From an optimization exercise on the open Yosys and OpenROAD flow, aimed at small area and a short achievable clock period; shortcuts taken in it are not production practice.
Where RTL was checked, it was by simulation tests only, not by an equivalence proof against the original.
The RTL of run 1 was laid out without a check of its function.
Power is estimated from default activity; no workload was simulated.

==> design/flow/design.v <==
module cpu( clk, rst_n, hlt, pc, imem_data, dmem_addr, dmem_wdata, dmem_we, dmem_rdata);
    input clk, rst_n;
    output hlt;
    output [15:0] pc;
    input [15:0] imem_data;
    output [15:0] dmem_addr, dmem_wdata;
    output dmem_we;
    input [15:0] dmem_rdata;
    wire [15:0] inst = imem_data;
    wire [3:0] op = inst[15:12];
    wire rst = ~rst_n;
    wire op_add  = (op == 4'h0);
    wire op_sub  = (op == 4'h1);
    wire op_xor  = (op == 4'h2);
    wire op_red  = (op == 4'h3);
    wire op_sll  = (op == 4'h4);
    wire op_sra  = (op == 4'h5);
    wire op_ror  = (op == 4'h6);
    wire op_padd = (op == 4'h7);
    wire op_lw   = (op == 4'h8);
    wire op_sw   = (op == 4'h9);
    wire op_llb  = (op == 4'hA);
    wire op_lhb  = (op == 4'hB);
    wire op_b    = (op == 4'hC);
    wire op_br   = (op == 4'hD);
    wire op_pcs  = (op == 4'hE);
    wire op_hlt  = (op == 4'hF);
    wire op_mem  = op_lw | op_sw;
    wire op_sh   = op_sll | op_sra | op_ror;
    reg [15:0] pc_r;
    reg [2:0] flags_r;    
    reg [255:0] rf;
    wire m2 = op_sw | op_llb | op_lhb;
    wire [15:0] rs, rtr;
    wire [15:0] sel1, sel2;
    genvar d;
    generate for (d = 0; d < 16; d = d + 1) begin : dec
        assign sel1[d] = (inst[7:4] == d);
        assign sel2[d] = m2 ? (inst[11:8] == d) : (inst[3:0] == d);
    end endgenerate
    rdport RP1 (.rf(rf), .sel(sel1), .q(rs));
    rdport RP2 (.rf(rf), .sel(sel2), .q(rtr));
    wire [15:0] rd;
    wire [2:0] flags;
    alu ALU0 (.inst(inst), .rs(rs), .rtr(rtr), .flags_r(flags_r), .rd(rd), .flags(flags));
    wire [15:0] ci, cb;
    wire [14:0] pn, pb;
    assign ci[0] = 1'b1;
    assign cb[0] = 1'b1;
    genvar g;
    generate for (g = 0; g < 15; g = g + 1) begin : pcadd
        wire bb = inst[g < 9 ? g : 8];
        assign pn[g] = pc_r[g+1] ^ ci[g];
        assign ci[g+1] = pc_r[g+1] & ci[g];
        assign pb[g] = pc_r[g+1] ^ bb ^ cb[g];
        assign cb[g+1] = (pc_r[g+1] & bb) | (pc_r[g+1] & cb[g]) | (bb & cb[g]);
    end endgenerate
    wire [15:0] pc_next = {pn, pc_r[0]};
    wire [15:0] pc_br = {pb, pc_r[0]};
    wire fN = flags_r[2], fV = flags_r[1], fZ = flags_r[0];
    reg cond;
    always @(*) begin
        case (inst[11:9])
            3'b000: cond = ~fZ;
            3'b001: cond = fZ;
            3'b010: cond = ~fZ & ~fN;
            3'b011: cond = fN;
            3'b100: cond = fZ | ~fN;
            3'b101: cond = fN | fZ;
            3'b110: cond = fV;
            default: cond = 1'b1;
        endcase
    end
    wire [15:0] pc_new = (op_b & cond) ? pc_br :
                         (op_br & cond) ? rs :
                         op_hlt ? pc_r : pc_next;
    wire rf_we = ~(op_sw | op_b | op_br | op_hlt);
    wire [15:0] wdata = op_lw ? dmem_rdata :
                        op_llb ? {rtr[15:8], inst[7:0]} :
                        op_lhb ? {inst[7:0], rtr[7:0]} :
                        op_pcs ? pc_next : rd;
    integer k;
    always @(posedge clk) begin
        pc_r <= rst ? 16'h0000 : pc_new;
        flags_r <= rst ? 3'b000 : flags;
        for (k = 0; k < 16; k = k + 1)
            if (rst | (rf_we && inst[11:8] == k))
                rf[16*k +: 16] <= wdata & {16{rst_n}};
    end
    assign pc = pc_r;
    assign hlt = op_hlt;
    assign dmem_addr = rd;
    assign dmem_wdata = rtr;
    assign dmem_we = op_sw & rst_n;
endmodule
module rdport(rf, sel, q);
    input [255:0] rf;
    input [15:0] sel;
    output reg [15:0] q;
    integer i;
    always @(*) begin
        q = 16'h0000;
        for (i = 0; i < 16; i = i + 1)
            q = q | (rf[16*i +: 16] & {16{sel[i]}});
    end
endmodule
module alu(inst, rs, rtr, flags_r, rd, flags);
    input [15:0] inst, rs, rtr;
    input [2:0] flags_r;
    output reg [15:0] rd;
    output reg [2:0] flags;
    wire [3:0] op = inst[15:12];
    wire op_add  = (op == 4'h0);
    wire op_sub  = (op == 4'h1);
    wire op_xor  = (op == 4'h2);
    wire op_red  = (op == 4'h3);
    wire op_sll  = (op == 4'h4);
    wire op_sra  = (op == 4'h5);
    wire op_ror  = (op == 4'h6);
    wire op_padd = (op == 4'h7);
    wire op_lw   = (op == 4'h8);
    wire op_sw   = (op == 4'h9);
    wire op_mem  = op_lw | op_sw;
    wire op_sh   = op_sll | op_sra | op_ror;
    wire sub = op_sub;
    wire [15:0] A = op_mem ? {rs[15:1], 1'b0} : rs;
    wire [15:0] Bsrc = op_mem ? {{11{inst[3]}}, inst[3:0], 1'b0} : rtr;
    wire [15:0] B = sub ? ~Bsrc : Bsrc;
    wire k4  = ~op_padd;
    wire k8  = ~(op_padd | op_red);
    wire k12 = ~op_padd;
    wire [18:0] xa = {A[15:12], k12, A[11:8], k8, A[7:4], k4, A[3:0]};
    wire [18:0] xb = {B[15:12], 1'b0, B[11:8], 1'b0, B[7:4], 1'b0, B[3:0]};
    wire [19:0] xs = xa + xb + {18'b0, sub};
    wire [18:0] px = xa ^ xb;
    wire [15:0] S = {xs[18:15], xs[13:10], xs[8:5], xs[3:0]};
    wire ovf = (A[15] == B[15]) & (S[15] != A[15]);
    wire sat = ovf & (op_add | op_sub);
    wire [15:0] addsat = sat ? (A[15] ? 16'h0100 : 16'h7FFF) : S;
    wire ov0 = (A[3] == B[3]) & (S[3] != A[3]);
    wire ov1 = (A[7] == B[7]) & (S[7] != A[7]);
    wire [15:0] padd;
    assign padd[3:0]   = ov0 ? (A[3] ? 4'h1 : 4'h7) : S[3:0];
    assign padd[7:4]   = ov1 ? (A[7] ? 4'h1 : 4'h7) : S[7:4];
    assign padd[11:8]  = (ov0 & ~(A[11] ^ B[11])) ? (A[11] ? 4'h1 : 4'h7) : S[11:8];
    assign padd[15:12] = (ov0 & ~(A[15] ^ B[15])) ? (A[15] ? 4'h1 : 4'h7) : S[15:12];
    wire c1 = xs[9];
    wire c2 = xs[19];
    wire [8:0] ab = {1'b0, S[7:0]} + {1'b0, S[15:8]};
    wire kk = ab[8];
    wire [4:0] T = {4'b0, kk} + (c1 ? 5'd15 : 5'd0) + (c2 ? 5'd15 : 5'd0);
    wire [15:0] red = {{4{T[4]}}, T[3:0], ab[7:0]};
    wire [3:0] n = inst[3:0];
    wire [3:0] r = op_sll ? (4'd0 - n) : n;
    wire [15:0] s1 = r[0] ? {rs[0],   rs[15:1]} : rs;
    wire [15:0] s2 = r[1] ? {s1[1:0], s1[15:2]} : s1;
    wire [15:0] s3 = r[2] ? {s2[3:0], s2[15:4]} : s2;
    wire [15:0] s4 = r[3] ? {s3[7:0], s3[15:8]} : s3;
    wire [15:0] lowm = ~(16'hFFFF << n);
    wire [15:0] him  = ~(16'hFFFF >> n);
    wire [15:0] kill = ({16{op_sll}} & lowm) | ({16{op_sra}} & him);
    wire [15:0] fill = {16{op_sra & rs[15]}} & him;
    wire [15:0] sh = (s4 & ~kill) | fill;
    always @(*) begin
        case (op)
            4'h0, 4'h1, 4'h8, 4'h9: rd = addsat;
            4'h2: rd = {px[18:15], px[13:10], px[8:5], px[3:0]};
            4'h3: rd = red;
            4'h4, 4'h5, 4'h6: rd = sh;
            4'h7: rd = padd;
            default: rd = op[3:1] == 3'b101 ? rtr : rs;
        endcase
    end
    always @(*) begin
        if (op_add | op_sub)
            flags = {rd[15], ovf, rd == 16'h0000};
        else if (op_xor | op_sh)
            flags = {flags_r[2:1], flags_r[0] | (rd == 16'h0000)};
        else
            flags = flags_r;
    end
endmodule
==> design/flow/flow/run.sh <==
#!/bin/bash
# The standard layout (standard.sh) with two changes:
#  - synthesis is ORFS's synth.tcl and synth_recipe.tcl unchanged except for the one ABC call,
#    which maps each module with its own ABC script: alu with $W/flow/abc_area2.script, rdport with $S/abc_speed.script,
#    cpu with $W/flow/abc_area2.script (scripts named flow/... are in this folder, the others are ORFS's);
#  - the port buffers are buf_2 cells;
#  - repair_timing aims for 7 ns of setup slack (SETUP_SLACK_MARGIN=7).
# make's output goes to standard.log; ORFS keeps each step's log under orfs/logs/.
set -euo pipefail
W=$(pwd)
S=$FLOW_HOME/scripts
ALU=$W/flow/abc_area2.script; RDP=$S/abc_speed.script; CPU=$W/flow/abc_area2.script
sed 's|^  log_cmd abc {\*}\$abc_args$|  log_cmd abc {*}[lreplace $abc_args 1 1 '"$ALU"'] alu\n  log_cmd abc {*}[lreplace $abc_args 1 1 '"$RDP"'] rdport\n  log_cmd abc {*}[lreplace $abc_args 1 1 '"$CPU"'] cpu|' \
  "$S/synth.tcl" > "$W/flow_synth.tcl"
grep -q "lreplace .abc_args 1 1 $CPU. cpu" "$W/flow_synth.tcl"
sed "s|source \$::env(SCRIPTS_DIR)/synth.tcl|source $W/flow_synth.tcl|" "$W/synth_recipe.tcl" > "$W/flow_synth_recipe.tcl"
grep -q "source $W/flow_synth.tcl" "$W/flow_synth_recipe.tcl"
sed "s|SYNTH_SCRIPT=[^ ]*|SYNTH_SCRIPT=$W/flow_synth_recipe.tcl|" "$W/standard.sh" > "$W/standard_mix.sh"
grep -q "SYNTH_SCRIPT=$W/flow_synth_recipe.tcl" "$W/standard_mix.sh"
export SETUP_SLACK_MARGIN=7
export BUFFER_PORTS_ARGS="-buffer_cell sky130_fd_sc_hd__buf_2"
bash "$W/standard_mix.sh" > standard.log 2>&1
==> design/flow/flow/abc_area2.script <==
strash
&get -n
&dch -f
&nf -R 1000
&put
topo
stime -c
buffer -c
upsize -c
dnsize -c
==> design/flow/standard.sh <==
#!/bin/bash
# synth_recipe.tcl (not shown) runs the flow's synth.tcl, then flattens the netlist and writes it again
# the make line also repeats each setting of config.mk as NAME=value (left out here)
make -C /OpenROAD-flow-scripts/flow DESIGN_CONFIG=/design/flow/config.mk WORK_HOME=/design/flow/orfs CLKGATE_MAP_FILE= SYNTH_SCRIPT=/design/flow/synth_recipe.tcl "${@:-finish}"
==> design/flow/config.mk <==
export PLATFORM = sky130hd
export DESIGN_NAME = cpu
export DESIGN_NICKNAME = cpu
export VERILOG_FILES = /design/flow/design.v
export SDC_FILE = /design/flow/constraint.sdc
export NUM_CORES = 4
export LEC_CHECK = 0
export CAP_MARGIN = 20
export CORE_MARGIN = 2
export CORE_UTILIZATION = 40
export CTS_CLUSTER_DIAMETER = 80
export CTS_CLUSTER_SIZE = 22
export PLACE_DENSITY = 0.6
export SLEW_MARGIN = 20
export SYNTH_HIERARCHICAL = 1
==> design/flow/constraint.sdc <==
create_clock -name core_clock -period 22.0 [get_ports {clk}]
set_input_delay 4.4000 -clock core_clock [delete_from_list [all_inputs] [get_ports {clk}]]
set_output_delay 4.4000 -clock core_clock [all_outputs]
set_load 0.01 [all_outputs]
==> results.cfg, run 1 <==
[global_route]
overflow = 0
grt_max_degree = 53
grt_pass1_vias = 13839
grt_pass1_wl_um = 94000
antenna_found_initial = 3
track_usage = 0.288

[floorplanning]
num_io_pins = 84
die_w_um = 210
rows = 75
die_height_um = 210
fp.coreArea_um2 = 41900
start_util = 0.406
die_area_um2 = 44200

[logic_synthesis]
synth_top_family_by_area = compound AO/OA/AOI/OAI gates
yosysTopAreaCellShare = 0.452
synth_warnings = 9
syn_inst = 1555
syn_nets = 1650
synthMuxAreaShare = 0.0307
ys_top_cells_by_area = edfxtp_1, a221oi_1, a22o_1
async_flop_share = 0
synth_cell_types = 81
yosysSeqAreaShare = 0.474
ys_ff_latch = 275
synth_compound_area_frac = 0.258
synth_fa_ha_area_frac = 0.0538
synthesis.area_um2 = 17000
synth_area_per_cell_um2 = 10.9
synth_edf_count = 256
synth_flop_cell = edfxtp_1
yosys.area_share.simple = 0.103
synth-xor-area-share = 0.0246
yosys.area.top_type = edfxtp_1

[timing]
rsz0062_at_grt = yes
post-route-min-period_ns = 15.12
setup_viol = 0
slew_headroom = 0.235
slew_violations = 0
max_freq_mhz = 66.1
final.setup.tns_ns = 0
worst_pin_slew_ns = 1.14
fin_skew_ns = 0.0232
hold_viol = 0
timing.final.crit_share = 0.687
hold_slack_ns = 0.577

[detailed_routing]
drtIter0Drc = 1933
ant_nets = 0
post-route-drc-count = 0
vias = 15094
wl_per_cell_um = 29.8
via_per_inst = 6.72
drt-pass1-iter-count = 6
wl_um = 67000

[setup_path]
crit_start = imem_data[14]
crit_type = input port to output port
cp.required_ns = 17.60
r2r-start = rf[68]
worstSetupStartpointType = input port
cp_slowest_cell = fa_2
critPathMaxStageDelay_ns = 0.38
worst_setup_path_end_kind = output port
cp_max_fo = 10
cp.arrival_ns = 10.72
critPathMostFrequentCell = fa_2

[place]
gp_congestion = 0.976
hpwl_um = 46500
port-buffer-count = 83

[pwr]
p_leak_nw = 7.58
powerDensity_nw_per_um2 = 108
peakVddDrop_mv = 0.0520

[clock_network]
clockBufferDepth = 3
cts-root-buf = clkbuf_16
path_clk_slew_ns = 0.08
cts_tree = done
hold_buffers = 0
clkSinkCount = 275
insertion_delay_ns = 0.53
cts_made_buffers = 18
htree_levels = 1

[job]
maxCapViolCount = 0

[layout]
final_nets = 1792
area_delta_synth_final_pct = 19.0
final_layout_size_suffix_gt1_frac = 0.278
n_fill_cell = 3811

[hold_path]
hold_path.startpoint = flags_r[1]
hold_path.class = flop to flop

[status]
status = no timing/DRC/antenna violations
[cells in the final DEF (no fill, tap or decap), types with 9 or more instances in the layout]
| cell | n |
|---|---|
| fa_1 | 15 |
| nor3_2 | 9 |
| a211oi_1 | 14 |
| a22o_1 | 128 |
| nand3_1 | 16 |
| o21ai_0 | 68 |
| ha_1 | 33 |
| mux2i_1 | 42 |
| a221oi_2 | 26 |
| edfxtp_1 | 256 |
| xor2_1 | 31 |
| buf_6 | 16 |
| a21oi_2 | 23 |
| inv_1 | 13 |
| a221oi_1 | 102 |
| nand2_1 | 106 |
| o221a_2 | 14 |
| buf_2 | 77 |
| o21ai_2 | 13 |
| o21ai_1 | 14 |
| a21oi_1 | 95 |
| nand4_1 | 52 |
| buf_4 | 161 |
| xnor2_1 | 12 |
| nand2b_1 | 11 |
| o221ai_1 | 14 |
| o22ai_1 | 37 |
| nor2b_1 | 9 |
| clkbuf_16 | 23 |
| nor2_1 | 90 |
| dfxtp_1 | 19 |
[per-module statistics from Yosys, one instance, submodules excluded]
| module | cell area (µm²) | times used |
|---|---|---|
| rdport | 1480 | 2 |
| cpu | 10500 | 1 |
| alu | 3550 | 1 |
[critical path, delay by kind of cell]
family / cells / cell delay, ns
AO/OA/AOI/OAI: 13 / 2.27
XOR/XNOR: 2 / 0.35
adder cells (fa/ha/maj): 5 / 1.66
buffers and inverters: 8 / 1.00
AND/OR/NAND/NOR: 6 / 1.00
[state kept, by name, indices dropped and copies added, names as in the netlist]
signal   cells
rf         256
pc_r        16
flags_r      3
[final timing paths]
check / to / slack [ns] / depth (start not counted)
max: dmem_addr[15] / 6.88 / 34
max reg2reg: rf[15] / 14.56 / 28
min reg2reg: flags_r[1] / 0.58 / 2
min: flags_r[1] / 0.58 / 2
[report_power, final]
group          switching [mW]  internal (mW)  total [mW]  leakage, nW
combinational           0.652          0.425        1.08         4.52
clock                   0.187          0.164       0.351        0.270
sequential             0.0558          0.697       0.753         2.79
total                   0.894           1.29        2.18         7.58
[cells by family (layout without fill, tap and decap cells)]
kind of cell / after synthesis / after routing
buf+inv: 164 / 315
mux: 51 / 51
other cells: 0 / 2
fa+ha+maj: 62 / 62
xor+xnor: 47 / 47
compound gates: 601 / 601
simple gates: 355 / 355
flops: 275 / 275
[metal layers]
metal | vias to the layer above | global-route usage | part of all wire
li1 | 6523 | - | -
met1 | 7377 | 0.380 | 0.39
met2 | 989 | 0.461 | 0.46
met3 | 205 | 0.0550 | 0.10
met4 | 0 | 0.127 | 0.050
met5 | - | 0 | 0
[stage by stage]
| stage | cells | cell area, µm² | power [mW] | setup slack [ns] | utilization |
|---|---|---|---|---|---|
| 3_3_place_gp | 2097 | 17800 | 1.59 | 5.62 | 0.425 |
| 6_report | 2247 | 20300 | 2.18 | 6.88 | 0.483 |
| 5_1_grt | 2247 | 20300 | 2.27 | 6.71 | 0.483 |
| 4_1_cts | 2169 | 19100 | 2.03 | 7.01 | 0.456 |
| 3_5_place_dp | 2097 | 17800 | 1.59 | 5.54 | 0.425 |
| 2_1_floorplan | 1555 | 17000 | 1.28 | 7.14 | - |
[timing repair]
item,CTS,global route
setup endpoints to repair,12,10
pin swaps,29,38
setup buffers,42,71
gates resized for setup,80,107
cloned,1,5
[area by class of cell]
cell class / count / area (µm²) / share of cell area
Multi-Input combinational cell: 1116 / 8830 / 0.436
Timing Repair Buffer: 268 / 2050 / 0.101
Clock buffer: 23 / 490 / 0.0242
Sequential cell: 275 / 8070 / 0.398
Antenna cell: 2 / 5.00 / 0.000247
Clock inverter: 6 / 63.8 / 0.00315
Tap cell: 539 / 674 / 0.0333
Inverter: 18 / 70.1 / 0.00346
[cell usage after synthesis, types with 23 or more instances]
master    number
o22ai_1       37
nor2_1        96
nand4_1       52
a22o_1       128
o21ai_0       89
clkbuf_1      74
xor2_1        32
edfxtp_1     256
nand3_1       23
ha_1          42
buf_2         25
a221oi_1     132
mux2i_1       43
nand2_1      108
buf_6         33
a21oi_1      123
==> run 2, diff against run 1 <==
--- a/design/flow/design.v
+++ b/design/flow/design.v
@@ -128,10 +128,4 @@
     wire [15:0] B = sub ? ~Bsrc : Bsrc;
-    wire k4  = ~op_padd;
-    wire k8  = ~(op_padd | op_red);
-    wire k12 = ~op_padd;
-    wire [18:0] xa = {A[15:12], k12, A[11:8], k8, A[7:4], k4, A[3:0]};
-    wire [18:0] xb = {B[15:12], 1'b0, B[11:8], 1'b0, B[7:4], 1'b0, B[3:0]};
-    wire [19:0] xs = xa + xb + {18'b0, sub};
-    wire [18:0] px = xa ^ xb;
-    wire [15:0] S = {xs[18:15], xs[13:10], xs[8:5], xs[3:0]};
+    wire [15:0] S = A + B + {15'b0, sub};
+    wire [15:0] px = A ^ B;
     wire ovf = (A[15] == B[15]) & (S[15] != A[15]);
@@ -139,15 +133,21 @@
     wire [15:0] addsat = sat ? (A[15] ? 16'h0100 : 16'h7FFF) : S;
-    wire ov0 = (A[3] == B[3]) & (S[3] != A[3]);
-    wire ov1 = (A[7] == B[7]) & (S[7] != A[7]);
+    wire [3:0] n0 = rs[3:0] + rtr[3:0];
+    wire [3:0] n1 = rs[7:4] + rtr[7:4];
+    wire [3:0] n2 = rs[11:8] + rtr[11:8];
+    wire [3:0] n3 = rs[15:12] + rtr[15:12];
+    wire ov0 = (rs[3] == rtr[3]) & (n0[3] != rs[3]);
+    wire ov1 = (rs[7] == rtr[7]) & (n1[3] != rs[7]);
     wire [15:0] padd;
-    assign padd[3:0]   = ov0 ? (A[3] ? 4'h1 : 4'h7) : S[3:0];
-    assign padd[7:4]   = ov1 ? (A[7] ? 4'h1 : 4'h7) : S[7:4];
-    assign padd[11:8]  = (ov0 & ~(A[11] ^ B[11])) ? (A[11] ? 4'h1 : 4'h7) : S[11:8];
-    assign padd[15:12] = (ov0 & ~(A[15] ^ B[15])) ? (A[15] ? 4'h1 : 4'h7) : S[15:12];
-    wire c1 = xs[9];
-    wire c2 = xs[19];
-    wire [8:0] ab = {1'b0, S[7:0]} + {1'b0, S[15:8]};
-    wire kk = ab[8];
+    assign padd[3:0]   = ov0 ? (rs[3] ? 4'h1 : 4'h7) : n0;
+    assign padd[7:4]   = ov1 ? (rs[7] ? 4'h1 : 4'h7) : n1;
+    assign padd[11:8]  = (ov0 & ~(rs[11] ^ rtr[11])) ? (rs[11] ? 4'h1 : 4'h7) : n2;
+    assign padd[15:12] = (ov0 & ~(rs[15] ^ rtr[15])) ? (rs[15] ? 4'h1 : 4'h7) : n3;
+    wire [9:0] X = {2'b0, rs[7:0]} + {2'b0, rtr[7:0]} + {2'b0, rs[15:8]} + {2'b0, rtr[15:8]};
+    wire [8:0] lo9 = {1'b0, rs[7:0]} + {1'b0, rtr[7:0]};
+    wire [8:0] hi9 = {1'b0, rs[15:8]} + {1'b0, rtr[15:8]};
+    wire c1 = lo9[8];
+    wire c2 = hi9[8];
+    wire kk = X[8] ^ c1 ^ c2;
     wire [4:0] T = {4'b0, kk} + (c1 ? 5'd15 : 5'd0) + (c2 ? 5'd15 : 5'd0);
-    wire [15:0] red = {{4{T[4]}}, T[3:0], ab[7:0]};
+    wire [15:0] red = {{4{T[4]}}, T[3:0], X[7:0]};
     wire [3:0] n = inst[3:0];
@@ -166,3 +166,3 @@
             4'h0, 4'h1, 4'h8, 4'h9: rd = addsat;
-            4'h2: rd = {px[18:15], px[13:10], px[8:5], px[3:0]};
+            4'h2: rd = px;
             4'h3: rd = red;
--- a/design/flow/flow/run.sh
+++ b/design/flow/flow/run.sh
@@ -6,3 +6,3 @@
 #  - the port buffers are buf_2 cells;
-#  - repair_timing aims for 7 ns of setup slack (SETUP_SLACK_MARGIN=7).
+#  - repair_timing aims for 9 ns of setup slack (SETUP_SLACK_MARGIN=9).
 # make's output goes to standard.log; ORFS keeps each step's log under orfs/logs/.
@@ -19,3 +19,3 @@
 grep -q "SYNTH_SCRIPT=$W/flow_synth_recipe.tcl" "$W/standard_mix.sh"
-export SETUP_SLACK_MARGIN=7
+export SETUP_SLACK_MARGIN=9
 export BUFFER_PORTS_ARGS="-buffer_cell sky130_fd_sc_hd__buf_2"
==> results.cfg, run 2 <==
[layout]
area_delta_synth_final_pct = 23.0
regArea_um2 = 8070
top_register = rf
largest_register_ffs = 256
layout_commonest_cell = edfxtp_1
n_fill_cell = 3904
fin_util = 0.502
mostFrequentLayoutCells = edfxtp_1, buf_4, a22o_1
final_nets = 1951
final_layout_size_suffix_gt1_frac = 0.296
instances_no_fill = 2417
multi_input_area_um2 = 9760
fin_area_um2 = 21700
largestRegisters = rf (256), pc_r (16), flags_r (3)

[setup_path]
reg2reg_slack_ns = 15.46
reg2reg_depth = 21
regToRegEndpoint = pc_r[15]
worstSetupStartpointType = input port
crit_type = input port to output port
cp_num_buf_inv = 8
critPathTopFamily = compound AO/OA/AOI/OAI gates
cp.depth = 28
cp_slowest_cell = fa_1
r2r-start = pc_r[1]
critPathMostFrequentCell = a21oi_2
critPathMaxStageDelay_ns = 0.51
crit_start = imem_data[14]
cp.arrival_ns = 9.25
cp_max_fo = 12
cp.required_ns = 17.60
crit_path_end = dmem_addr[13]
worst_setup_path_end_kind = output port

[pwr]
powerDensity_nw_per_um2 = 110
p_leak_nw = 8.33
peakVddDrop_mv = 0.0759
power_mw = 2.40

[detailed_routing]
via_per_inst = 6.57
wl_um = 73100
drtIter0Drc = 2136
vias = 15885
drt-pass1-iter-count = 6
wl_per_cell_um = 30.2
post-route-drc-count = 0
ant_nets = 0

[logic_synthesis]
ys_ff_latch = 275
syn_nets = 1769
synth_warnings = 9
synth_cell_types = 72
yosysSeqAreaShare = 0.457
yosys.area.top_type = edfxtp_1
synth_area_per_cell_um2 = 10.7
yosysMostFrequentCell = edfxtp_1
yosysTopAreaCellShare = 0.436
synth_edf_count = 256
syn_inst = 1644
synth_commonest_cells = edfxtp_1, a21oi_1, a221oi_1, a22o_1, nand2_1
ys_top_cells_by_area = edfxtp_1, a221oi_1, a22o_1
synthesis.area_um2 = 17600
synth_flop_cell = edfxtp_1
async_flop_share = 0

[global_route]
overflow = 0
grt_pass1_vias = 14995
grt_max_degree = 53
track_usage = 0.308
antenna_found_initial = 1
grt_pass1_wl_um = 105000

[timing]
hold_slack_ns = 0.612
post-route-min-period_ns = 13.65
worst_pin_slew_ns = 1.11
max_freq_mhz = 73.2
slew_headroom = 0.257
fin_skew_ns = 0.0256
slew_violations = 0
rsz0062_at_grt = yes
final.setup.tns_ns = 0
hold_viol = 0
setup_ws_ns = 8.35
setup_viol = 0
timing.final.crit_share = 0.621

[clock_network]
insertion_delay_ns = 0.53
htree_levels = 1
cts-root-buf = clkbuf_16
path_clk_slew_ns = 0.08
hold_buffers = 0
clockBufferDepth = 3
clkSinkCount = 275
cts_tree = done
cts_made_buffers = 18

[place]
place_area_um2 = 18800
hpwl_um = 49200
port-buffer-count = 83
placed_cells = 2250
dp_slack_ns = 7.07
gp_congestion = 1.02

[hold_path]
hold_path.class = flop to flop

[status]
status = no timing/DRC/antenna violations

[floorplanning]
die_area_um2 = 45800
die_height_um = 214
fp.coreArea_um2 = 43300
num_io_pins = 84
rows = 76
start_util = 0.408
die_w_um = 214

[job]
maxCapViolCount = 0
==> run 2: changes by cell type in the layout (fill, tap and decap cells not counted), moves of 17 or more <==
cell	before	now
buf_6	16	39
fa_1	15	33
a221oi_2	26	47
a21oi_1	95	113
a221oi_1	102	73
buf_4	161	178
o21ai_1	14	35
inv_1	13	44
==> run 2: worst min path at each step <==
stage	startpoint	end	slack, ns	cells after the start
2_1_floorplan	flags_r[1]	flags_r[1]	0.52	2
3_3_place_gp	pc_r[10]	pc_r[10]	0.59	2
3_5_place_dp	pc_r[0]	pc_r[0]	0.60	2
4_1_cts	pc_r[0]	pc_r[0]	0.61	2
5_1_grt	pc_r[10]	pc_r[10]	0.66	2
6_report	pc_r[12]	pc_r[12]	0.61	2
==> run 2: cell type report <==
cell class,instances,share of cell area
inverter,55,0.0103
timing repair buffer,299,0.110
multi-input combinational,1177,0.450
sequential,275,0.372
clock buffer,20,0.0221
clock inverter,5,0.00294
tap,585,0.0337
antenna,1,0.000115
==> run 2: repair_timing <==
action | 4_1_cts | 5_1_grt
gates cloned | 4 | 1
setup buffers | 104 | 32
gates resized for setup | 177 | 102
pin swaps | 66 | 44
endpoints found under the setup margin | 16 | 16
==> run 2: report_power, final <==
group	internal (mW)	switching (mW)
logic	0.543	0.749
clock network	0.162	0.189
registers	0.697	0.0594
==> run 2: worst reg2reg max path, cell delays in order (launching register included) <==
cell	delay (ns)
dfxtp_1	0.40
inv_1	0.09
ha_1	0.15
inv_1	0.05
fa_1	0.37
fa_1	0.40
fa_1	0.41
fa_1	0.41
fa_1	0.40
fa_1	0.40
fa_1	0.40
fa_1	0.41
fa_1	0.42
fa_1	0.41
fa_1	0.41
fa_1	0.39
fa_1	0.38
xor2_1	0.18
xnor2_1	0.14
nand2_1	0.07
o21ai_1	0.08
a21oi_1	0.07
==> run 2: cell families (layout without fill, tap and decap cells) <==
family / Yosys count / in the layout / synth area share
muxes: 52 / 52 / 0.0296
and+or+nand+nor: 354 / 356 / 0.0937
AOI/OAI and AO/OA: 624 / 624 / 0.253
xor gates and xnor gates: 53 / 53 / 0.0272
DFF: 275 / 275 / 0.457
other: 0 / 1 / 0
buffers and inverters: 194 / 379 / 0.0598
adders and majority gates: 92 / 92 / 0.0795
==> run 2: Yosys stat by module (local to each module, per instance) <==
module,cells inside,flip-flops and latches
rdport,176,0
alu,638,0
cpu,654,275
==> run 2: layer usage <==
metal / vias up / GRT usage / share of wire
met4: 2 / 0.118 / 0.048
met5: - / 0 / 0.00021
met2: 917 / 0.495 / 0.46
met1: 7965 / 0.418 / 0.40
li1: 6820 / - / -
met3: 181 / 0.0529 / 0.096
==> run 3, diff against run 2 <==
--- a/design/flow/flow/run.sh
+++ b/design/flow/flow/run.sh
@@ -6,3 +6,3 @@
 #  - the port buffers are buf_2 cells;
-#  - repair_timing aims for 9 ns of setup slack (SETUP_SLACK_MARGIN=9).
+#  - repair_timing aims for 7 ns of setup slack (SETUP_SLACK_MARGIN=7).
 # make's output goes to standard.log; ORFS keeps each step's log under orfs/logs/.
@@ -19,3 +19,3 @@
 grep -q "SYNTH_SCRIPT=$W/flow_synth_recipe.tcl" "$W/standard_mix.sh"
-export SETUP_SLACK_MARGIN=9
+export SETUP_SLACK_MARGIN=7
 export BUFFER_PORTS_ARGS="-buffer_cell sky130_fd_sc_hd__buf_2"
==> results.cfg, run 3 <==
[floorplanning]
fp.coreArea_um2 = 43300
die_area_um2 = 45800
die_height_um = 214
die_w_um = 214
start_util = 0.408
rows = 76
num_io_pins = 84

[place]
dp_slack_ns = 6.93
gp_congestion = 1.04
place_area_um2 = 18600
port-buffer-count = 83
hpwl_um = 48400

[setup_path]
worst_setup_path_end_kind = output port
cp.required_ns = 17.60
cp_max_fo = 16
cp_slowest_cell = nand4_1
critPathMaxStageDelay_ns = 0.85
cp.arrival_ns = 10.58
path_cells = buf_2 -> nand2b_1 -> nor2_1 -> buf_4 -> a22o_1 -> a221oi_1 -> nand4_1 -> inv_1 -> fa_1 -> fa_1 -> inv_1 -> ha_1 -> a21oi_1 -> xnor2_1 -> a21oi_1 -> o21a_1 -> a21oi_1 -> and3_1 -> o211ai_1 -> buf_2
critPathMostFrequentCell = a21oi_1
critPathTopFamily = compound AO/OA/AOI/OAI gates
worstSetupStartpointType = input port
crit_type = input port to output port
cp_num_buf_inv = 5

[timing]
setup_ws_ns = 7.02
worst_pin_slew_ns = 1.11
hold_viol = 0
slew_headroom = 0.257
final.setup.tns_ns = 0
timing.final.crit_share = 0.681
post-route-min-period_ns = 14.98
max_freq_mhz = 66.8
rsz0062_at_grt = no
fin_skew_ns = 0.0148
setup_viol = 0
slew_violations = 0

[logic_synthesis]
ys_ff_latch = 275
syn_inst = 1644
synthesis.area_um2 = 17600
synth_edf_count = 256
yosys.area.top_type = edfxtp_1
synth_area_per_cell_um2 = 10.7
synth_warnings = 9
yosysTopAreaCellShare = 0.436
ys_top_cells_by_area = edfxtp_1, a221oi_1, a22o_1
synth_flop_cell = edfxtp_1
synth_cell_types = 72
synth_commonest_cells = edfxtp_1, a21oi_1, a221oi_1, a22o_1, nand2_1
yosysMostFrequentCell = edfxtp_1
syn_nets = 1769
async_flop_share = 0
yosysSeqAreaShare = 0.457

[detailed_routing]
drt-pass1-iter-count = 6
vias = 15142
post-route-drc-count = 0
ant_nets = 0
wl_um = 68000
drtIter0Drc = 1944
wl_per_cell_um = 29.6
via_per_inst = 6.59

[global_route]
track_usage = 0.285
grt_pass1_vias = 13983
overflow = 0
grt_pass1_wl_um = 97000
antenna_found_initial = 0
grt_max_degree = 53

[clock_network]
insertion_delay_ns = 0.51
cts_tree = done
htree_levels = 1
clockBufferDepth = 3
path_clk_slew_ns = 0.09
cts_made_buffers = 17
clkSinkCount = 275
cts-root-buf = clkbuf_16
hold_buffers = 0

[layout]
n_fill_cell = 4064
antenna_cells = 0
area_delta_synth_final_pct = 9.73
multi_input_area_um2 = 8690
largest_register_ffs = 256
regArea_um2 = 8070
layout_commonest_cell = edfxtp_1
fin_area_um2 = 19400
largestRegisters = rf (256), pc_r (16), flags_r (3)
final_layout_size_suffix_gt1_frac = 0.161
final_nets = 1836
top_register = rf
mostFrequentLayoutCells = edfxtp_1, a21oi_1, a22o_1

[status]
status = no timing/DRC/antenna violations

[hold_path]
hold_path.class = flop to flop

[job]
maxCapViolCount = 0

[pwr]
powerDensity_nw_per_um2 = 105
p_leak_nw = 7.38
peakVddDrop_mv = 0.0503
==> run 3: cell counts after synthesis <==
No cell type changed its count.
==> run 3: timing repair <==
item	4_1_cts	5_1_grt
setup endpoints to repair	3	9
gates resized for setup	1	6
setup buffers	2	27
pin swaps	2	11
==> run 3: worst paths after layout <==
| path | slack (ns) | endpoint | cells past startpoint | from |
|---|---|---|---|---|
| hold reg to reg | 0.61 | pc_r[0] | 2 | pc_r[0] |
| hold / removal | 0.61 | pc_r[0] | 2 | pc_r[0] |
| setup reg to reg | 15.30 | rf[12] | 18 | rf[95] |
| setup / recovery | 7.02 | dmem_addr[12] | 20 | imem_data[7] |
==> run 3: per-stage QoR <==
stage / utilization / hold slack, ns / power [mW] / std cells
final: 0.448 / 0.610 / 2.03 / 2299
after global routing: 0.448 / 0.641 / 2.12 / 2299
after CTS: 0.442 / 0.597 / 1.99 / 2272
after detailed placement: 0.431 / 0.585 / 1.67 / 2248
after global placement: 0.430 / 0.580 / 1.67 / 2248
after floorplan: - / 0.519 / 1.33 / 1644
==> run 3: cells by family (layout without fill, tap and decap cells) <==
group	Yosys count	after routing	share of synthesized area
AOI/OAI and AO/OA	624	624	0.253
xor gates and xnor gates	53	53	0.0272
adders and majority gates	92	92	0.0795
buffers and inverters	194	264	0.0598
DFF	275	275	0.457
muxes	52	52	0.0296
and+or+nand+nor	354	354	0.0937
==> run 3: where the power goes <==
| group | total, mW | internal [mW] | switching (mW) |
|---|---|---|---|
| Clock | 0.318 | 0.143 | 0.175 |
| Sequential | 0.747 | 0.696 | 0.0503 |
| Combinational | 0.966 | 0.340 | 0.625 |
| Total | 2.03 | 1.18 | 0.851 |
==> run 3: routing by layer <==
metal	vias up	share of wire	global-route usage
met1	7496	0.41	0.398
met5	-	0	0
li1	6577	-	-
met2	930	0.45	0.453
met3	139	0.097	0.0336
met4	0	0.043	0.114
==> run 3: layout make-up <==
type | count | share of cell area
Multi-Input combinational cell | 1175 | 0.449
Sequential cell | 275 | 0.417
Timing Repair Buffer | 187 | 0.0619
Tap cell | 585 | 0.0378
Clock buffer | 17 | 0.0220
Inverter | 55 | 0.0107
Clock inverter | 5 | 0.00239
==> run 3: modules after synthesis, one instance, submodules excluded <==
module,cell area (µm²),flip-flops and latches
cpu,10500,275
alu,4180,0
rdport,1480,0
==> run 3: tightest hold or removal path, stage by stage (launching register included) <==
cell and delay, ns:
dfxtp_1 0.37, mux2i_1 0.14, nor2b_1 0.06
==> run 4, diff against run 3 <==
--- a/design/flow/flow/run.sh
+++ b/design/flow/flow/run.sh
@@ -6,3 +6,3 @@
 #  - the port buffers are buf_2 cells;
-#  - repair_timing aims for 7 ns of setup slack (SETUP_SLACK_MARGIN=7).
+#  - repair_timing aims for 8 ns of setup slack (SETUP_SLACK_MARGIN=8).
 # make's output goes to standard.log; ORFS keeps each step's log under orfs/logs/.
@@ -19,3 +19,3 @@
 grep -q "SYNTH_SCRIPT=$W/flow_synth_recipe.tcl" "$W/standard_mix.sh"
-export SETUP_SLACK_MARGIN=7
+export SETUP_SLACK_MARGIN=8
 export BUFFER_PORTS_ARGS="-buffer_cell sky130_fd_sc_hd__buf_2"
==> results.cfg, run 4 <==
[timing]
hold_viol = 0
final.setup.tns_ns = 0
slew_headroom = 0.240
slew_violations = 0
worst_pin_slew_ns = 1.14
timing.final.crit_share = 0.633
post-route-min-period_ns = 13.92
max_freq_mhz = 71.8
setup_viol = 0
fin_skew_ns = 0.0182
rsz0062_at_grt = no

[setup_path]
worstSetupStartpointType = input port
crit_type = input port to output port
cp_max_fo = 35
cp.arrival_ns = 9.52
reg2reg_slack_ns = 15.51
cp.required_ns = 17.60
worst_setup_path_end_kind = output port

[floorplanning]
fp.coreArea_um2 = 43300
num_io_pins = 84
rows = 76
die_w_um = 214
die_height_um = 214
start_util = 0.408
die_area_um2 = 45800

[place]
port-buffer-count = 83
gp_congestion = 1.04
hpwl_um = 48400

[detailed_routing]
wl_per_cell_um = 29.9
post-route-drc-count = 0
drtIter0Drc = 2042
via_per_inst = 6.60
drt-pass1-iter-count = 5
vias = 15434
ant_nets = 0
wl_um = 69900

[logic_synthesis]
ys_top_cells_by_area = edfxtp_1, a221oi_1, a22o_1
synth_flop_cell = edfxtp_1
synth_warnings = 9
async_flop_share = 0
synth_edf_count = 256
synth_area_per_cell_um2 = 10.7
synth_commonest_cells = edfxtp_1, a21oi_1, a221oi_1, a22o_1, nand2_1
yosysSeqAreaShare = 0.457
yosysTopAreaCellShare = 0.436
syn_inst = 1644
yosysMostFrequentCell = edfxtp_1
yosys.area.top_type = edfxtp_1
synth_cell_types = 72
synthesis.area_um2 = 17600
ys_ff_latch = 275
syn_nets = 1769

[clock_network]
hold_buffers = 0
cts_made_buffers = 17
cts_tree = done
insertion_delay_ns = 0.52
cts-root-buf = clkbuf_16
path_clk_slew_ns = 0.09
htree_levels = 1
clockBufferDepth = 3
clkSinkCount = 275

[status]
status = no timing/DRC/antenna violations

[layout]
area_delta_synth_final_pct = 14.3
antenna_cells = 0
largest_register_ffs = 256
final_nets = 1874
largestRegisters = rf (256), pc_r (16), flags_r (3)
layout_commonest_cell = edfxtp_1
final_layout_size_suffix_gt1_frac = 0.210
n_fill_cell = 4013
mostFrequentLayoutCells = edfxtp_1, buf_4, a21oi_1
top_register = rf

[pwr]
peakVddDrop_mv = 0.0564
power_mw = 2.14
p_leak_nw = 7.71
powerDensity_nw_per_um2 = 106

[global_route]
grt_pass1_vias = 14275
grt_pass1_wl_um = 98900
antenna_found_initial = 0
track_usage = 0.291
grt_max_degree = 53
overflow = 0

[job]
maxCapViolCount = 0

[hold_path]
hold_path.class = flop to flop
==> run 4: what timing repair did <==
item,CTS,global route
endpoints found under the setup margin,16,16
cloned,1,1
gates resized for setup,46,63
setup buffers,38,27
pin swaps,21,19
==> run 4: worst max-delay path, cell delays in order <==
cell      delay (ns)
buf_2           0.12
buf_12          0.17
inv_1           0.11
nor2_2          0.08
a21oi_1         0.17
a21oi_1         0.05
buf_4           0.23
a22o_1          0.24
a221oi_1        0.29
nand4_1         0.24
buf_4           0.21
inv_1           0.06
fa_1            0.45
fa_1            0.52
inv_1           0.04
ha_1            0.33
nor2_1          0.21
a21oi_4         0.05
a21o_1          0.17
a21oi_2         0.16
xnor2_2         0.16
a21oi_1         0.07
o21a_2          0.31
a21oi_2         0.16
and3_1          0.17
o211ai_1        0.13
buf_2           0.18
==> run 4: per-stage QoR <==
step | utilization | cell area [µm²] | hold WS, ns | worst slack (ns) | cells
finish | 0.466 | 20200 | 0.604 | 8.08 | 2337
global route | 0.466 | 20200 | 0.641 | 7.96 | 2337
CTS | 0.454 | 19600 | 0.597 | 8.00 | 2309
detailed placement | 0.431 | 18600 | 0.585 | 6.93 | 2248
global placement | 0.430 | 18600 | 0.580 | 6.84 | 2248
floorplan | - | 17600 | 0.519 | 8.48 | 1644
==> run 4: final timing paths <==
kind	startpoint	to	cells after the start
max reg2reg	pc_r[1]	pc_r[15]	21
min reg2reg	pc_r[0]	pc_r[0]	2
max	imem_data[0]	dmem_addr[12]	27
min	pc_r[0]	pc_r[0]	2
==> run 4: Yosys stat by module, one instance, submodules excluded <==
module	copies in the design	cells inside	cell area, µm²
rdport	2	176	1480
alu	1	638	4180
cpu	1	654	10500
==> run 4: logic make-up after synthesis <==
kind of cell	Yosys count	share of synthesized area
xor+xnor	53	0.0272
fa+ha+maj	92	0.0795
simple gates	354	0.0937
compound gates	624	0.253
flops	275	0.457
buf+inv	194	0.0598
mux	52	0.0296
==> run 4: area by class of cell <==
class / count / area [µm²] / area share
timing repair buffer: 225 / 1650 / 0.0817
sequential: 275 / 8070 / 0.400
clock inverter: 5 / 46.3 / 0.00230
tap: 585 / 732 / 0.0363
inverter: 55 / 214 / 0.0106
multi-input combinational: 1175 / 9030 / 0.448
clock buffer: 17 / 425 / 0.0211
==> run 4: where the power goes <==
part           total, mW  switching (mW)  leakage [nW]  internal [mW]
combinational       1.07           0.669          4.69          0.406
sequential         0.750          0.0535          2.79          0.697
clock              0.317           0.174         0.231          0.143
==> run 4: per-layer routing <==
layer,global-route usage,share of wire
met5,0,0
met1,0.402,0.40
met4,0.129,0.051
met2,0.456,0.45
met3,0.0409,0.10
==> run 5, diff against run 4 <==
--- a/design/flow/config.mk
+++ b/design/flow/config.mk
@@ -9,6 +9,6 @@
 export CORE_MARGIN = 2
-export CORE_UTILIZATION = 40
+export CORE_UTILIZATION = 55
 export CTS_CLUSTER_DIAMETER = 80
 export CTS_CLUSTER_SIZE = 22
-export PLACE_DENSITY = 0.6
+export PLACE_DENSITY = 0.7
 export SLEW_MARGIN = 20
==> results.cfg, run 5 <==
[setup_path]
critPathMaxStageDelay_ns = 0.56
cp.required_ns = 17.60
cp_slowest_cell = fa_2
cp_max_fo = 18
critPathTopFamily = compound AO/OA/AOI/OAI gates
crit_type = input port to output port
cp_num_buf_inv = 7
worstSetupStartpointType = input port
cp.arrival_ns = 9.58
critPathMostFrequentCell = a21oi_1
worst_setup_path_end_kind = output port

[floorplanning]
rows = 65
die_w_um = 183
die_height_um = 183
fp.coreArea_um2 = 31600
die_area_um2 = 33500
num_io_pins = 84
start_util = 0.559

[place]
hpwl_um = 45700
gp_congestion = 1.12
place_area_um2 = 18400
placed_cells = 2063
port-buffer-count = 83
dp_slack_ns = 6.75

[job]
maxCapViolCount = 0

[detailed_routing]
drtIter0Drc = 2188
wl_um = 67700
ant_nets = 0
via_per_inst = 7.38
wl_per_cell_um = 31.6
post-route-drc-count = 0
vias = 15807
drt-pass1-iter-count = 8

[timing]
slew_violations = 0
max_freq_mhz = 71.5
rsz0062_at_grt = yes
fin_skew_ns = 0.0445
worst_pin_slew_ns = 1.01
post-route-min-period_ns = 13.98
hold_viol = 0
setup_viol = 0
slew_headroom = 0.325
hold_slack_ns = 0.584
final.setup.tns_ns = 0
setup_ws_ns = 8.02
timing.final.crit_share = 0.636

[logic_synthesis]
ys_ff_latch = 275
yosys.area.top_type = edfxtp_1
syn_nets = 1769
yosysTopAreaCellShare = 0.436
synthesis.area_um2 = 17600
synth_edf_count = 256
yosysMostFrequentCell = edfxtp_1
ys_top_cells_by_area = edfxtp_1, a221oi_1, a22o_1
syn_inst = 1644
synth_flop_cell = edfxtp_1
synth_warnings = 9
synth_commonest_cells = edfxtp_1, a21oi_1, a221oi_1, a22o_1, nand2_1
yosysSeqAreaShare = 0.457
synth_cell_types = 72
synth_area_per_cell_um2 = 10.7
async_flop_share = 0

[global_route]
grt_pass1_wl_um = 96400
grt_pass1_vias = 14613
track_usage = 0.395
grt_max_degree = 53
antenna_found_initial = 1
overflow = 0

[pwr]
peakVddDrop_mv = 0.0733
powerDensity_nw_per_um2 = 110
p_leak_nw = 7.65
power_mw = 2.17

[layout]
area_delta_synth_final_pct = 12.0
n_fill_cell = 2583
fin_util = 0.626
largest_register_ffs = 256
largestRegisters = rf (256), pc_r (16), flags_r (3)
fin_area_um2 = 19800
top_register = rf
final_layout_size_suffix_gt1_frac = 0.192
instances_no_fill = 2143
final_nets = 1861
layout_commonest_cell = edfxtp_1
mostFrequentLayoutCells = edfxtp_1, a21oi_1, a22o_1

[hold_path]
hold_path.class = flop to flop

[status]
status = no timing/DRC/antenna violations

[clock_network]
cts-root-buf = clkbuf_16
cts_made_buffers = 19
insertion_delay_ns = 0.55
cts_tree = done
hold_buffers = 0
path_clk_slew_ns = 0.07
clkSinkCount = 275
clockBufferDepth = 3
htree_levels = 1
run 5: cell counts after synthesis:
Identical to the previous run, type by type.
run 5: worst paths after layout:
kind,from,endpoint,slack (ns),cells after the start
max,imem_data[14],dmem_addr[15],8.02,26
min,pc_r[0],pc_r[0],0.58,2
max reg2reg,pc_r[1],pc_r[15],15.44,21
min reg2reg,pc_r[0],pc_r[0],0.58,2
run 5: where the power goes:
group          leakage [nW]  switching (mW)  internal [mW]
registers              2.79          0.0527          0.697
logic                  4.58           0.670          0.385
clock network         0.288           0.192          0.172
total                  7.65           0.915           1.25
run 5: cells by family (layout without fill, tap and decap cells):
logic type,count (synthesis),after routing,share of synthesized area
fa+ha+maj,92,92,0.0795
compound gates,624,624,0.253
mux,52,52,0.0296
buf+inv,194,290,0.0598
xor+xnor,53,53,0.0272
simple gates,354,354,0.0937
flops,275,275,0.457
other cells,0,1,0
run 5: per-layer routing:
layer,share of wire,GRT usage
met4,0.067,0.218
met5,0.00019,0
met2,0.44,0.612
met1,0.36,0.514
met3,0.13,0.0951
run 5: Yosys stat by module, one instance, submodules excluded:
module	cells inside	area, µm²	copies in the design	flip-flops and latches
alu	638	4180	1	0
rdport	176	1480	2	0
cpu	654	10500	1	275
run 5: repair_timing:
| action | in CTS | in global routing |
|---|---|---|
| buffers inserted | 42 | 11 |
| pin swaps | 21 | 8 |
| gates resized for setup | 34 | 45 |
| endpoints found under the setup margin | 16 | 16 |
| gates cloned | 0 | 1 |
run 5: layout make-up:
class                      count  area, µm²  area share
antenna                        1       2.50    0.000127
clock buffer                  20        500      0.0253
clock inverter                 5       85.1     0.00431
inverter                      55        206      0.0104
multi-input combinational   1175       8860       0.449
sequential                   275       8070       0.408
tap                          402        503      0.0255
timing repair buffer         210       1530      0.0774
run 5: worst register-to-register path: stages (launching register included):
cell	delay, ns
dfxtp_1	0.44
inv_1	0.11
ha_1	0.15
inv_1	0.07
fa_1	0.39
fa_1	0.40
fa_1	0.42
fa_1	0.42
fa_1	0.40
fa_1	0.42
fa_1	0.40
fa_1	0.39
fa_1	0.39
fa_1	0.38
fa_1	0.38
fa_1	0.38
fa_1	0.38
xor2_1	0.17
xnor2_1	0.13
nand2_1	0.07
o21ai_1	0.08
a21oi_1	0.08
==> run 6, diff against run 5 <==
--- a/design/flow/flow/run.sh
+++ b/design/flow/flow/run.sh
@@ -6,3 +6,4 @@
 #  - the port buffers are buf_2 cells;
-#  - repair_timing aims for 8 ns of setup slack (SETUP_SLACK_MARGIN=8).
+#  - repair_timing aims for 8 ns of setup slack (SETUP_SLACK_MARGIN=8);
+#  - no ADDER_MAP_FILE: ABC maps the adders along with the rest of the logic.
 # make's output goes to standard.log; ORFS keeps each step's log under orfs/logs/.
@@ -20,2 +21,3 @@
 export SETUP_SLACK_MARGIN=8
+export ADDER_MAP_FILE=
 export BUFFER_PORTS_ARGS="-buffer_cell sky130_fd_sc_hd__buf_2"
--- a/design/flow/config.mk
+++ b/design/flow/config.mk
@@ -9,6 +9,6 @@
 export CORE_MARGIN = 2
-export CORE_UTILIZATION = 55
+export CORE_UTILIZATION = 40
 export CTS_CLUSTER_DIAMETER = 80
 export CTS_CLUSTER_SIZE = 22
-export PLACE_DENSITY = 0.7
+export PLACE_DENSITY = 0.6
 export SLEW_MARGIN = 20
==> results.cfg, run 6 <==
[status]
status = no timing/DRC/antenna violations

[setup_path]
worstSetupStartpointType = input port
cp.arrival_ns = 9.35
cp.required_ns = 17.60
cp_max_fo = 16
worst_setup_path_end_kind = output port
crit_type = input port to output port

[global_route]
grt_max_degree = 53
track_usage = 0.283
antenna_found_initial = 4
overflow = 0
grt_pass1_wl_um = 98200
grt_pass1_vias = 14799

[layout]
largest_register_ffs = 256
multi_input_area_um2 = 9090
area_delta_synth_final_pct = 11.2
top_register = rf
largestRegisters = rf (256), pc_r (16), flags_r (3)
mostFrequentLayoutCells = edfxtp_1, nand2_1, a21oi_1
final_nets = 1836
final_layout_size_suffix_gt1_frac = 0.193
regArea_um2 = 8070
layout_commonest_cell = edfxtp_1
n_fill_cell = 4213

[floorplanning]
die_height_um = 215
rows = 77
die_w_um = 215
die_area_um2 = 46100
num_io_pins = 84
start_util = 0.403
fp.coreArea_um2 = 44000

[timing]
timing.final.crit_share = 0.625
hold_viol = 0
setup_viol = 0
worst_pin_slew_ns = 1.14
final.setup.tns_ns = 0
post-route-min-period_ns = 13.75
fin_skew_ns = 0.0188
slew_violations = 0
max_freq_mhz = 72.7
slew_headroom = 0.242
rsz0062_at_grt = yes
setup_ws_ns = 8.25

[pwr]
power_frac_clock = 0.155
powerDensity_nw_per_um2 = 104
swShare = 0.414
switching_power_mw = 0.852
p_leak_nw = 7.02
p_comb_frac = 0.482
peakVddDrop_mv = 0.0711
internal_power_mw = 1.21
power_frac_seq = 0.363

[logic_synthesis]
synth_warnings = 9
ys_top_cells_by_area = edfxtp_1, a221oi_1, a22o_1
yosysMostFrequentCell = edfxtp_1
synth_flop_cell = edfxtp_1
synth_cell_types = 74
syn_nets = 1787
synth_commonest_cells = edfxtp_1, nand2_1, a221oi_1, o21ai_0, a21oi_1
synth_edf_count = 256
yosysSeqAreaShare = 0.454
synth_area_per_cell_um2 = 10.1
syn_inst = 1753
async_flop_share = 0
ys_ff_latch = 275
synthesis.area_um2 = 17800
yosys.area.top_type = edfxtp_1
yosysTopAreaCellShare = 0.433

[clock_network]
cts-root-buf = clkbuf_16
cts_tree = done
htree_levels = 1
clkSinkCount = 275
clockBufferDepth = 3
cts_made_buffers = 17
insertion_delay_ns = 0.52
path_clk_slew_ns = 0.09

[detailed_routing]
drt-pass1-iter-count = 6
post-route-drc-count = 0
drtIter0Drc = 2075
ant_nets = 0
via_per_inst = 6.54
wl_per_cell_um = 28.1
wl_um = 67400
vias = 15684

[place]
dp_slack_ns = 6.94
port-buffer-count = 83
gp_congestion = 1.01
hpwl_um = 46600

[job]
maxCapViolCount = 0

[hold_path]
hold_path.class = flop to flop
==> run 6: kinds of logic after synthesis <==
family          after synthesis  share of synthesized area
mux                          33                     0.0193
compound gates              671                      0.269
flops                       275                      0.454
simple gates                432                      0.116
buf+inv                     180                     0.0555
xor+xnor                    139                     0.0720
fa+ha+maj                    23                     0.0135
==> run 6: power by group through the flow <==
stage | logic (mW) | registers, mW | clock network [mW]
after floorplan | 0.636 | 0.739 | 0
after global placement | 0.894 | 0.749 | 0
after detailed placement | 0.902 | 0.754 | 0
after CTS | 0.926 | 0.742 | 0.324
after global routing | 1.07 | 0.755 | 0.341
final | 0.993 | 0.747 | 0.319
==> run 6: per-layer routing <==
metal / global-route usage / wire length, µm
met4: 0.130 / 3360
met2: 0.454 / 31000
met1: 0.371 / 26600
met3: 0.0519 / 6340
met5: 0 / 26
==> run 6: modules after synthesis (local to each module, per instance) <==
module / cells / flip-flops and latches / area [µm²] / times used
rdport: 176 / 0 / 1480 / 2
cpu: 717 / 275 / 10500 / 1
alu: 684 / 0 / 4290 / 1
==> run 6: what timing repair did <==
action / CTS / global route
buffers inserted: 28 / 18
resized for setup: 4 / 39
pin swaps: 16 / 9
gates cloned: 1 / 0
hold buffers: 0 / 0
endpoints found under the setup margin: 16 / 16
==> run 6: worst paths after layout <==
check | depth (start not counted) | to | startpoint | slack [ns]
worst max-delay path | 20 | dmem_addr[12] | imem_data[5] | 8.25
worst min-delay path | 2 | pc_r[0] | pc_r[0] | 0.59
worst max register to register | 19 | rf[108] | rf[92] | 16.05
worst min register to register | 2 | pc_r[0] | pc_r[0] | 0.59
==> run 6: through the flow <==
| step | instance area (µm²) | total power [mW] | instances | utilization | hold slack [ns] |
|---|---|---|---|---|---|
| after floorplan | 17800 | 1.38 | 1753 | - | 0.526 |
| after global placement | 18600 | 1.64 | 2328 | 0.423 | 0.569 |
| after detailed placement | 18600 | 1.66 | 2328 | 0.423 | 0.561 |
| after CTS | 19300 | 1.99 | 2378 | 0.439 | 0.573 |
| after global routing | 19700 | 2.16 | 2396 | 0.448 | 0.633 |
| final | 19700 | 2.06 | 2397 | 0.448 | 0.595 |
==> run 6: critical path, cell delays in order <==
cell,delay [ns]
buf_2,0.29
nand2b_1,0.30
nor2_1,0.09
buf_4,0.21
a22o_1,0.22
a221oi_1,0.52
nand4_1,0.19
buf_4,0.28
maj3_1,0.42
xnor2_1,0.16
xnor2_1,0.31
xnor2_2,0.20
o21ai_1,0.14
a31o_2,0.27
a41oi_2,0.20
xnor2_2,0.13
o21ai_0,0.09
a21oi_1,0.14
or4_1,0.60
buf_2,0.17
==> run 6: layout make-up <==
class                           instances  area share
Antenna cell                            1    0.000127
Clock inverter                          4     0.00209
Timing Repair Buffer                  198      0.0673
Sequential cell                       275       0.409
Clock buffer                           17      0.0216
Tap cell                              592      0.0375
Inverter                               11     0.00209
Multi-Input combinational cell       1299       0.461
==> run 7, diff against run 6 <==
--- a/design/flow/flow/run.sh
+++ b/design/flow/flow/run.sh
@@ -1,3 +1,3 @@
 #!/bin/bash
-# The standard layout (standard.sh) with two changes:
+# The standard layout (standard.sh) with these changes:
 #  - synthesis is ORFS's synth.tcl and synth_recipe.tcl unchanged except for the one ABC call,
==> results.cfg, run 7 <==
[status]
status = no timing/DRC/antenna violations

[layout]
final_layout_size_suffix_gt1_frac = 0.193
n_fill_cell = 4213
largestRegisters = rf (256), pc_r (16), flags_r (3)
top_register = rf
largest_register_ffs = 256
fin_util = 0.448
final_nets = 1836
mostFrequentLayoutCells = edfxtp_1, nand2_1, a21oi_1
area_delta_synth_final_pct = 11.2
layout_commonest_cell = edfxtp_1

[pwr]
swShare = 0.414
power_frac_clock = 0.155
internal_power_mw = 1.21
p_comb_frac = 0.482
p_leak_nw = 7.02
peakVddDrop_mv = 0.0711
switching_power_mw = 0.852
power_frac_seq = 0.363
powerDensity_nw_per_um2 = 104
power_mw = 2.06

[logic_synthesis]
synth_area_per_cell_um2 = 10.1
ys_ff_latch = 275
async_flop_share = 0
yosysTopAreaCellShare = 0.433
ys_top_cells_by_area = edfxtp_1, a221oi_1, a22o_1
synth_edf_count = 256
synth_commonest_cells = edfxtp_1, nand2_1, a221oi_1, o21ai_0, a21oi_1
yosysSeqAreaShare = 0.454
synth_warnings = 9
synth_cell_types = 74
syn_nets = 1787
yosys.area.top_type = edfxtp_1
synthesis.area_um2 = 17800
syn_inst = 1753
yosysMostFrequentCell = edfxtp_1
synth_flop_cell = edfxtp_1

[timing]
worst_pin_slew_ns = 1.14
setup_ws_ns = 8.25
hold_viol = 0
rsz0062_at_grt = yes
final.setup.tns_ns = 0
slew_violations = 0
fin_skew_ns = 0.0188
max_freq_mhz = 72.7
hold_slack_ns = 0.595
slew_headroom = 0.242
post-route-min-period_ns = 13.75
timing.final.crit_share = 0.625
setup_viol = 0

[clock_network]
htree_levels = 1
hold_buffers = 0
cts_made_buffers = 17
insertion_delay_ns = 0.52
clockBufferDepth = 3
clkSinkCount = 275
cts_tree = done
cts-root-buf = clkbuf_16
path_clk_slew_ns = 0.09

[global_route]
grt_pass1_wl_um = 98200
grt_max_degree = 53
grt_pass1_vias = 14799
track_usage = 0.283
overflow = 0
antenna_found_initial = 4

[floorplanning]
die_area_um2 = 46100
fp.coreArea_um2 = 44000
die_height_um = 215
num_io_pins = 84
start_util = 0.403
die_w_um = 215
rows = 77

[setup_path]
cp.arrival_ns = 9.35
critPathMaxStageDelay_ns = 0.60
worstSetupStartpointType = input port
cp_num_buf_inv = 4
crit_type = input port to output port
cp_slowest_cell = or4_1
cp.depth = 20
worst_setup_path_end_kind = output port
reg2reg_depth = 19
critPathTopFamily = compound AO/OA/AOI/OAI gates
cp_max_fo = 16
path_cells = buf_2 -> nand2b_1 -> nor2_1 -> buf_4 -> a22o_1 -> a221oi_1 -> nand4_1 -> buf_4 -> maj3_1 -> xnor2_1 -> xnor2_1 -> xnor2_2 -> o21ai_1 -> a31o_2 -> a41oi_2 -> xnor2_2 -> o21ai_0 -> a21oi_1 -> or4_1 -> buf_2
cp.required_ns = 17.60

[place]
gp_congestion = 1.01
port-buffer-count = 83
dp_slack_ns = 6.94
hpwl_um = 46600

[job]
maxCapViolCount = 0

[hold_path]
hold_depth = 2
hold_path.class = flop to flop

[detailed_routing]
vias = 15684
drt-pass1-iter-count = 6
via_per_inst = 6.54
wl_um = 67400
drtIter0Drc = 2075
ant_nets = 0
post-route-drc-count = 0
wl_per_cell_um = 28.1
## run 7: cells by family after synthesis
group / after synthesis / synth area share
buf+inv: 180 / 0.0555
compound gates: 671 / 0.269
mux: 33 / 0.0193
fa+ha+maj: 23 / 0.0135
simple gates: 432 / 0.116
flops: 275 / 0.454
xor+xnor: 139 / 0.0720
## run 7: power groups by stage
| stage | logic (mW) | registers (mW) | clock network [mW] |
|---|---|---|---|
| floorplan | 0.636 | 0.739 | 0 |
| global placement | 0.894 | 0.749 | 0 |
| detailed placement | 0.902 | 0.754 | 0 |
| CTS | 0.926 | 0.742 | 0.324 |
| global route | 1.07 | 0.755 | 0.341 |
| finish | 0.993 | 0.747 | 0.319 |
## run 7: layer usage
layer | vias up | wire, µm | track usage | share of wire
met4 | 4 | 3360 | 0.130 | 0.050
met2 | 849 | 31000 | 0.454 | 0.46
met3 | 184 | 6340 | 0.0519 | 0.094
met5 | - | 26 | 0 | 0.00039
met1 | 7703 | 26600 | 0.371 | 0.40
li1 | 6944 | - | - | -
## run 7: worst reg2reg max path, delay by kind of cell, from the launching register on
kind | cells | cell delay [ns]
AO/OA/AOI/OAI | 10 | 2.63
AND/OR/NAND/NOR | 3 | 1.08
XOR/XNOR | 4 | 0.80
adder cells (fa/ha/maj) | 1 | 0.43
flip-flops | 1 | 0.41
buffers and inverters | 1 | 0.28
## run 7: layout make-up
| class | instances | area (µm²) | share of cell area |
|---|---|---|---|
| clock buffers | 17 | 425 | 0.0216 |
| multi-input cells | 1299 | 9090 | 0.461 |
| clock inverters | 4 | 41.3 | 0.00209 |
| repair buffers | 198 | 1330 | 0.0673 |
| well taps | 592 | 741 | 0.0375 |
| diodes | 1 | 2.50 | 0.000127 |
| flip-flops and latches | 275 | 8070 | 0.409 |
| inverters | 11 | 41.3 | 0.00209 |
## run 7: worst paths after layout
| path | start | end | slack, ns |
|---|---|---|---|
| hold / removal | pc_r[0] | pc_r[0] | 0.59 |
| setup reg to reg | rf[92] | rf[108] | 16.05 |
| setup / recovery | imem_data[5] | dmem_addr[12] | 8.25 |
| hold reg to reg | pc_r[0] | pc_r[0] | 0.59 |
## run 7: per-module statistics from Yosys, one instance, submodules excluded
module	flops+latches	cells	copies in the design
alu	0	684	1
rdport	0	176	2
cpu	275	717	1
## run 7: timing repair
| item | 4_1_cts | 5_1_grt |
|---|---|---|
| setup buffers | 28 | 18 |
| resized for setup | 4 | 39 |
| hold endpoints to repair | 0 | 0 |
| cloned | 1 | 0 |
| endpoints found under the setup margin | 16 | 16 |
| pin swaps | 16 | 9 |
## run 7: metrics by stage
stage               instance area (µm²)  instances
global route                      19700       2396
floorplan                         17800       1753
global placement                  18600       2328
finish                            19700       2397
CTS                               19300       2378
detailed placement                18600       2328
==> run 8, diff against run 7 <==
--- a/design/flow/flow/run.sh
+++ b/design/flow/flow/run.sh
@@ -6,3 +6,3 @@
 #  - the port buffers are buf_2 cells;
-#  - repair_timing aims for 8 ns of setup slack (SETUP_SLACK_MARGIN=8);
+#  - repair_timing aims for 8.5 ns of setup slack (SETUP_SLACK_MARGIN=8.5);
 #  - no ADDER_MAP_FILE: ABC maps the adders along with the rest of the logic.
@@ -20,3 +20,3 @@
 grep -q "SYNTH_SCRIPT=$W/flow_synth_recipe.tcl" "$W/standard_mix.sh"
-export SETUP_SLACK_MARGIN=8
+export SETUP_SLACK_MARGIN=8.5
 export ADDER_MAP_FILE=
==> results.cfg, run 8 <==
[status]
status = no timing/DRC/antenna violations

[setup_path]
cp_slowest_cell = or4_4
critPathMaxStageDelay_ns = 0.54
critPathTopFamily = compound AO/OA/AOI/OAI gates
cp.arrival_ns = 9.03
cp_max_fo = 17
path_cells = buf_4 -> nor2_4 -> nor2_4 -> a41oi_2 -> a21oi_2 -> buf_6 -> a22o_1 -> a221oi_2 -> nand4_1 -> buf_6 -> mux2i_1 -> xor2_1 -> xor2_2 -> nand3_2 -> o211ai_4 -> maj3_2 -> a221oi_2 -> o211ai_1 -> xnor2_1 -> a21oi_1 -> or4_4 -> buf_2
cp.required_ns = 17.60
reg2reg_depth = 22
reg2reg_slack_ns = 16.42

[timing]
setup_ws_ns = 8.57
worst_pin_slew_ns = 1.10
fin_skew_ns = 0.0164
final.setup.tns_ns = 0
hold_viol = 0
hold_slack_ns = 0.586
rsz0062_at_grt = yes
setup_viol = 0

[clock_network]
hold_buffers = 0
insertion_delay_ns = 0.52
clockBufferDepth = 3
cts-root-buf = clkbuf_16
clkSinkCount = 275
path_clk_slew_ns = 0.09

[logic_synthesis]
yosysSeqAreaShare = 0.454
yosys.area.top_type = edfxtp_1
yosysMostFrequentCell = edfxtp_1
synth_cell_types = 74
ys_top_cells_by_area = edfxtp_1, a221oi_1, a22o_1
synth_flop_cell = edfxtp_1
synthesis.area_um2 = 17800
syn_nets = 1787
synth_commonest_cells = edfxtp_1, nand2_1, a221oi_1, o21ai_0, a21oi_1
async_flop_share = 0
synth_area_per_cell_um2 = 10.1
synth_warnings = 9
yosysTopAreaCellShare = 0.433
syn_inst = 1753

[detailed_routing]
ant_nets = 0
drt-pass1-iter-count = 6
wl_per_cell_um = 28.3
post-route-drc-count = 0
via_per_inst = 6.55

[layout]
largest_register_ffs = 256
fin_util = 0.466
instances_no_fill = 2429
final_layout_size_suffix_gt1_frac = 0.242
mostFrequentLayoutCells = edfxtp_1, nand2_1, buf_4
layout_commonest_cell = edfxtp_1
largestRegisters = rf (256), pc_r (16), flags_r (3)
final_nets = 1868

[hold_path]
hold_path.class = flop to flop
min_to = pc_r[0]
hold_depth = 2

[pwr]
peakVddDrop_mv = 0.0594
p_comb_frac = 0.506
p_leak_nw = 7.34
power_frac_seq = 0.346
power_mw = 2.17

[global_route]
antenna_found_initial = 4
overflow = 0
grt_pass1_wl_um = 98600

[place]
place_area_um2 = 18600
dp_slack_ns = 6.94

[floorplanning]
start_util = 0.403
num_io_pins = 84
rows = 77
die_height_um = 215
fp.coreArea_um2 = 44000
die_area_um2 = 46100

[job]
maxCapViolCount = 0
-- run 8: cell counts after synthesis --
No cell type changed its count.
-- run 8: per-layer routing --
metal  GRT usage  up-vias  routed length, µm
li1            -     7005                  -
met1       0.372     7854              27000
met2       0.457      854              31500
met3      0.0530      196               6630
met4       0.132        4               3620
met5           0        -                 27
-- run 8: timing repair --
| item | in CTS | in global routing |
|---|---|---|
| resized for setup | 48 | 103 |
| buffers inserted | 48 | 26 |
| endpoints found under the hold margin | 0 | 0 |
| cloned | 1 | 4 |
| pin swaps | 24 | 30 |
| setup endpoints to repair | 16 | 16 |
-- run 8: worst min-delay path, cell delays in order, from the launching register on --
cell     delay [ns]
dfxtp_1        0.35
a21oi_1        0.13
nor2_1         0.06
-- run 8: worst max-delay path by stage --
stage	start	end	slack, ns	cells past startpoint
6_report	imem_data[12]	dmem_addr[12]	8.57	22
5_1_grt	imem_data[12]	dmem_addr[2]	8.40	25
4_1_cts	imem_data[12]	dmem_addr[2]	8.49	23
3_5_place_dp	imem_data[13]	dmem_addr[2]	6.94	21
3_3_place_gp	imem_data[15]	dmem_addr[2]	6.95	21
2_1_floorplan	imem_data[8]	dmem_addr[2]	8.72	24
-- run 8: power groups by stage --
stage | Combinational (mW) | Clock [mW] | Sequential, mW
2_1_floorplan | 0.636 | 0 | 0.739
3_3_place_gp | 0.894 | 0 | 0.749
3_5_place_dp | 0.902 | 0 | 0.754
4_1_cts | 0.967 | 0.324 | 0.745
5_1_grt | 1.17 | 0.340 | 0.760
6_report | 1.10 | 0.320 | 0.751
-- run 8: cells by family after synthesis --
family                     count (synthesis)  synth area share
AOI/OAI and AO/OA                        671             0.269
and+or+nand+nor                          432             0.116
DFF                                      275             0.454
buffers and inverters                    180            0.0555
xor gates and xnor gates                 139            0.0720
muxes                                     33            0.0193
adders and majority gates                 23            0.0135
-- run 8: per-module statistics from Yosys, one instance, submodules excluded --
module / cells inside / cell area, µm² / times used / flops+latches
alu: 684 / 4290 / 1 / 0
cpu: 717 / 10500 / 1 / 275
rdport: 176 / 1480 / 2 / 0
-- run 8: cell type report --
type	count	area [µm²]
Fill cell	4135	23500
Tap cell	592	741
Timing Repair Buffer	228	1650
Multi-Input combinational cell	1301	9560
Clock inverter	4	41.3
Antenna cell	1	2.50
Inverter	11	41.3
Clock buffer	17	425
Sequential cell	275	8070

Check on run 8: ideal ports give 8.568 ns setup slack; a clkbuf_16 on the clock port and buf_2 on the inputs give 8.530 ns; moving port delays by the midpoint clock arrival (0.558 ns) as well gives 8.530 ns.
